This is an optimization exercise on Yosys and OpenROAD, whose aim is small area, a short achievable clock period and few clock cycles per item, not a production implementation.
In this exercise RTL edits were held to simulation tests only and were not proved equivalent to the original.

== v15 ==
==> flow/design.v <==
`timescale 1ns/1ps
module mult_serial #(parameter W = 40, N = W + 8) (
input  logic [W-1:0] A,
input  logic [3:0]   one, two, neg,
input  logic         top,
output logic [N-1:0] S,
output logic [N-1:0] C
);
logic [N-1:0] r [0:4];
logic [W:0]   m [0:3];
always_comb begin
    for (int i = 0; i < 4; i++) begin
        m[i] = (({1'b0, A} & {(W+1){one[i]}}) | ({A, 1'b0} & {(W+1){two[i]}})) ^ {(W+1){neg[i]}};
        r[i] = '0;
        r[i][2*i +: W+1] = m[i];
        if (i > 0) begin
            r[i][W+1+2*i] = ~neg[i];
            r[i][2*i-2]   = neg[i-1];
        end
    end
    r[0][W+1] = neg[0];
    r[0][W+2] = neg[0];
    r[0][W+3] = ~neg[0];
    r[0][W+4] = 1'b1;
    r[0][W+6] = 1'b1;
    r[4] = '0;
    r[4][N-1:8] = A & {W{top}};
    r[4][6] = neg[3];
end
function automatic logic [2*N-1:0] csa(input logic [N-1:0] x, y, z);
    logic [N-1:0] s, cy;
    s  = x ^ y ^ z;
    cy = (x & y) | (x & z) | (y & z);
    csa = {cy[N-2:0], 1'b0, s};
endfunction
logic [N-1:0] s1, c1, s3, c3;
logic [2*N-1:0] t1, t3, t4;
assign t1 = csa(r[0], r[1], r[2]);
assign {c1, s1} = t1;
assign t3 = csa(s1, c1, r[3]);
assign {c3, s3} = t3;
assign t4 = csa(s3, c3, r[4]);
assign {C, S} = t4;
endmodule
`timescale 1ns/1ps
module exponentiation #(parameter W = 30, NC = 4) (
input logic clock,
input logic reset,
input logic start,
input logic [7:0] X,
input logic [3:0] Y,
output logic end_expo,
output logic [127:0] resultado
);
logic [W-1:0]  C [0:NC-1];
logic [3:0]    one, two, neg;    
logic          top;
logic [3:0]    cnt;              
logic          busy;
logic          load, triv;
logic          s1_v;
logic [NC-1:0] s1_sel;
logic [W-1:0]  a;                
logic [W+7:0]  ps, pc, ms, mc;
logic          last1;
logic [NC-1:0] upper_zero;       
logic          s2_v, s2_last, s2_final;
logic [NC-1:0] s2_sel;
logic [7:0]    t;
logic [W+7:0]  r;
logic [8:0]    xe;
logic [NC-1:0] next_sel;         
logic          next_v;
assign load = start & ~busy;
assign triv = (Y <= 4'd1) || (X <= 8'd1);
assign xe   = {X, 1'b0};
always_comb begin
    upper_zero[NC-1] = 1'b1;
    for (int i = NC-2; i >= 0; i--)
        upper_zero[i] = upper_zero[i+1] & (C[i+1] == '0) & ~(s2_v & s2_sel[i+1]);
end
assign last1 = s1_sel[NC-1] | (|(s1_sel & upper_zero) & (a[W-1:W-8] == 8'd0));
mult_serial #(.W(W)) MULT1 (.A(a), .one(one), .two(two), .neg(neg), .top(top), .S(ms), .C(mc));
assign r = ps + pc + {{W{1'b0}}, t};
always_comb begin
    a = '0;
    for (int i = 0; i < NC; i++)
        a = a | (C[i] & {W{s1_sel[i]}});
end
always_comb begin
    next_v   = 1'b0;
    next_sel = NC'(1);
    if (s1_v && !(last1 && (cnt == 4'd1 || s1_sel[0]))) begin
        next_v   = 1'b1;
        next_sel = last1 ? NC'(1) : (s1_sel << 1);
    end else if (s2_v && s2_last && !s2_final && s2_sel[0]) begin
        next_v   = 1'b1;
    end
end
always_ff @(posedge clock or posedge reset) begin
    if (reset) begin
        busy     <= 1'b0;
        end_expo <= 1'b0;
        cnt      <= 4'd0;
        s1_v     <= 1'b0;
        s2_v     <= 1'b0;
    end else begin
        end_expo <= 1'b0;
        s2_v     <= s1_v;
        if (load) begin
            cnt <= Y - 4'd1;
            if (triv) end_expo <= 1'b1;
            else begin
                busy <= 1'b1;
                s1_v <= 1'b1;
            end
        end else begin
            s1_v <= next_v;
            if (s1_v && last1) cnt <= cnt - 4'd1;
            if (s2_v && s2_final) begin
                busy     <= 1'b0;
                end_expo <= 1'b1;
            end
        end
    end
end
always_ff @(posedge clock) begin
    if (load) begin
        for (int i = 0; i < 4; i++) begin
            one[i] <= xe[2*i+1] ^ xe[2*i];
            two[i] <= (xe[2*i+2] & ~xe[2*i+1] & ~xe[2*i]) | (~xe[2*i+2] & xe[2*i+1] & xe[2*i]);
            neg[i] <= xe[2*i+2];
        end
        top    <= X[7];
        s1_sel <= NC'(1);
        t      <= 8'd0;
    end else begin
        s1_sel <= next_sel;
        if (s2_v) t <= s2_last ? 8'd0 : r[W+7:W];
    end
    ps       <= ms;
    pc       <= mc;
    s2_sel   <= s1_sel;
    s2_last  <= last1;
    s2_final <= last1 && cnt == 4'd1;
end
always_ff @(posedge clock) begin
    for (int i = 0; i < NC; i++) begin
        if (load) begin
            C[i] <= '0;
            if (i == 0) C[i][7:0] <= (Y == 4'd0) ? 8'd1 : X;
        end else if (s2_v && s2_sel[i]) begin
            C[i] <= r[W-1:0];
        end
    end
end
always_comb begin
    resultado = '0;
    for (int i = 0; i < NC; i++)
        resultado[i*W +: W] = C[i];
end
endmodule
export LEC_CHECK = 0
export CAP_MARGIN = 20
export CORE_MARGIN = 2
export CORE_UTILIZATION = 65
export SETUP_SLACK_MARGIN = 2.2
export SLEW_MARGIN = 20
create_clock -name core_clock -period 5.5 [get_ports {clock}]
standard.sh (not shown) runs the stock make flow with config.mk's settings and CLKGATE_MAP_FILE= SYNTH_SCRIPT=/design/flow/synth_recipe.tcl, a recipe that flattens the netlist after the stock synthesis.
==> flow/flow/run.sh <==
#!/bin/bash
# The standard layout, with every port buffered by the smallest buffer
# (sky130_fd_sc_hd__buf_1), and adders left to abc instead of being mapped
# to full/half-adder cells before it.
set -euo pipefail
bash standard.sh ADDER_MAP_FILE= BUFFER_PORTS_ARGS="-buffer_cell sky130_fd_sc_hd__buf_1" finish > standard.log 2>&1
Both conditions hold for v15: the flow ran to the end and the final layout passed the timing, DRC and antenna checks.
Testbench counts of v15, summed over its fixed seeds: cycles 5,567, items 384.
Setup changes, v15 to v51
- CORE_UTILIZATION: 65 -> 40
- SETUP_SLACK_MARGIN: 2.2 -> unset
==> flow/run.sh (new file) <==
#!/bin/bash
# synth_recipe.tcl (not shown) runs the flow's synth.tcl, then flattens the netlist and writes it again
# the make line also repeats each setting of config.mk as NAME=value (left out here)
make -C /OpenROAD-flow-scripts/flow DESIGN_CONFIG=/design/flow/config.mk WORK_HOME=/design/flow/orfs CLKGATE_MAP_FILE= SYNTH_SCRIPT=/design/flow/synth_recipe.tcl finish
removed: flow/flow/run.sh
removed: flow/standard.sh
==> summary.txt <==
In the tables for v51 and v15, number of gates given a new drive strength after cts reads higher with v15. Setup slack came out lower on v51 than on v15. Critical path data arrival time for v51: 0.75 ns up relative to v15. Diff v15 -> v51 | post-detailed-route wirelength per cell | up by more than 10%. Standard cell area after detailed placement delta for v51 relative to v15: 440 sq um lower. Compared with v15, the router placed fewer vias in v51.
Setup changes, v51 to v43
- setting SETUP_SLACK_MARGIN to 2.2 for the first time
- changing CORE_UTILIZATION from 40 to 65
- setting ABC_AREA to 1 for the first time
==> flow/flow/run.sh (new file) <==
#!/bin/bash
# The standard layout, with every port buffered by the smallest buffer
# (sky130_fd_sc_hd__buf_1) instead of the one buffer_ports picks by itself.
set -euo pipefail
bash standard.sh BUFFER_PORTS_ARGS="-buffer_cell sky130_fd_sc_hd__buf_1" finish > standard.log 2>&1
==> flow/standard.sh (new file) <==
#!/bin/bash
# synth_recipe.tcl (not shown) runs the flow's synth.tcl, then flattens the netlist and writes it again
# the make line also repeats each setting of config.mk as NAME=value (left out here)
make -C /OpenROAD-flow-scripts/flow DESIGN_CONFIG=/design/flow/config.mk WORK_HOME=/design/flow/orfs CLKGATE_MAP_FILE= SYNTH_SCRIPT=/design/flow/synth_recipe.tcl "${@:-finish}"
removed: flow/run.sh
==> summary.txt <==
- v43 against v51: non-clock buffer count went up by 39, cell depth of the worst min-delay path went down, multi-input gate count climbed 202.
- Comparing v43 and v51, simple-gate portion of the synthesized area is lower on v51.
- v43 vs v51, leading cell type in the layout, fill and taps excluded: sky130_fd_sc_hd__nand2_1 vs sky130_fd_sc_hd__dfxtp_1
- In the tables for v43 and v51, average size of a mapped cell reads higher with v51.
diff inputs: v43 => v23
- ABC_AREA: 1 -> unset
- CTS_BUF_LIST: unset -> sky130_fd_sc_hd__clkbuf_4 sky130_fd_sc_hd__clkbuf_8
==> summary.txt <==
- v43: all stages complete, timing, DRC and antenna checks passed
- The flow did not stop early for v23: all stages ran, and the layout cleared the timing, DRC and antenna checks.
- Changes observed in v23 relative to v43: time the final worst path needs with I/O delays and setup saw an increase; overall fraction of global-route tracks in use dropped 2.0 points.
- v23: vias per cell about 7% above v43
- v23 gives less area added between synthesis and finish than v43 did.
- Looking at area share of and/or/nand/nor cells after synthesis, v23 sits below v43.
- The post-layout worst setup margin in v23 sits 0.043 ns below the value recorded for v43.
- v23 ends up with a post-CTS setup buffer count that is 32 lower than in v43.
- Row mean post-synth cell area: v23 higher / v43 lower
- Relative to v43, the area used by multi-input combinational logic measured on v23 has decreased slightly.
- For the sequential share of layout area, v23 came in 2.6 points higher than v43 did.
--- input diff v23..v46 ---
- a deleted CTS_BUF_LIST that had been sky130_fd_sc_hd__clkbuf_4 sky130_fd_sc_hd__clkbuf_8
- a change of CORE_UTILIZATION from 65 to 40
==> flow/run.sh (new file) <==
#!/bin/bash
# synth_recipe.tcl (not shown) runs the flow's synth.tcl, then flattens the netlist and writes it again
# the make line also repeats each setting of config.mk as NAME=value (left out here)
make -C /OpenROAD-flow-scripts/flow DESIGN_CONFIG=/design/flow/config.mk WORK_HOME=/design/flow/orfs CLKGATE_MAP_FILE= SYNTH_SCRIPT=/design/flow/synth_recipe.tcl finish
removed: flow/flow/run.sh
removed: flow/standard.sh
==> comparison <==
Cmp v46 vs v23: count of buffers not belonging to the clock network in the layout higher in v46. v46 ended up with flop to flop as its worst hold path class; v23 ended up with primary input to asynchronous set/reset pin. Compared with v23, v46 shows pre-CTS setup slack lower by 0.074 ns. Per the comparison of v46 with v23, core utilization down 25 points; total iterations of the first detailed-routing run down 2; average vias per placed instance down 10%.
--- input diff v46..v40 ---
- swapping 40 for 65 in CORE_UTILIZATION
- swapping 2.2 for 2.4 in SETUP_SLACK_MARGIN
==> flow/flow/run.sh (new file) <==
#!/bin/bash
# The standard layout, with every port buffered by the smallest buffer
# (sky130_fd_sc_hd__buf_1) instead of the one buffer_ports picks by itself.
set -euo pipefail
bash standard.sh BUFFER_PORTS_ARGS="-buffer_cell sky130_fd_sc_hd__buf_1" finish > standard.log 2>&1
==> flow/standard.sh (new file) <==
#!/bin/bash
# synth_recipe.tcl (not shown) runs the flow's synth.tcl, then flattens the netlist and writes it again
# the make line also repeats each setting of config.mk as NAME=value (left out here)
make -C /OpenROAD-flow-scripts/flow DESIGN_CONFIG=/design/flow/config.mk WORK_HOME=/design/flow/orfs CLKGATE_MAP_FILE= SYNTH_SCRIPT=/design/flow/synth_recipe.tcl "${@:-finish}"
removed: flow/run.sh
## What came out
pc[3] as the startpoint of the worst setup timing path was reported by v46, and ps[6] by v40.
Number of max-slew violations in the final report: v46 vs v40 identical
In terms of time the final worst path needs with I/O delays and setup, v46 and v40 differ only marginally.
| slack of the worst reg-to-reg path | v40 vs v46 | ≈ equal |
When v40 is measured against v46, its effective utilization at floorplan turns out 25 points higher.
Path type of the worst min-delay path: flop to flop -> v46, primary input to asynchronous set/reset pin -> v40

separate check: timing with driven ports:
No port has a modelled driver above. Below, the same layouts with a new extraction and two added sets of constraints. Step 1 (the two cells are an assumption about what drives the block):
set clk [get_ports {clock}]
set_driving_cell -lib_cell sky130_fd_sc_hd__clkbuf_16 $clk
set_driving_cell -lib_cell sky130_fd_sc_hd__buf_2 [delete_from_list [all_inputs] $clk]
Step 2 also shifts input and output timing later by t, the mid clock arrival at the registers, as if the neighbouring blocks saw the same clock. Three values: ideal, step 1, step 2; two values: the first two.
| run | shift t [ns] | slack for setup (ns) | clock arrival spread, ns |
|---|---|---|---|
| v15 | 0.588 | 2.263 / 2.263 / 2.143 | 0.017 / 0.018 |
| v51 | 0.599 | 1.547 / 1.547 / 1.547 | 0.015 / 0.015 |
| v43 | 0.605 | 2.243 / 2.243 / 2.243 | 0.015 / 0.015 |
| v23 | 0.587 | 2.200 / 2.200 / 1.918 | 0.030 / 0.029 |
| v46 | 0.594 | 2.226 / 2.226 / 1.944 | 0.014 / 0.014 |
| v40 | 0.579 | 2.227 / 2.227 / 1.950 | 0.029 / 0.029 |
After both steps setup and hold are still met in every run listed.
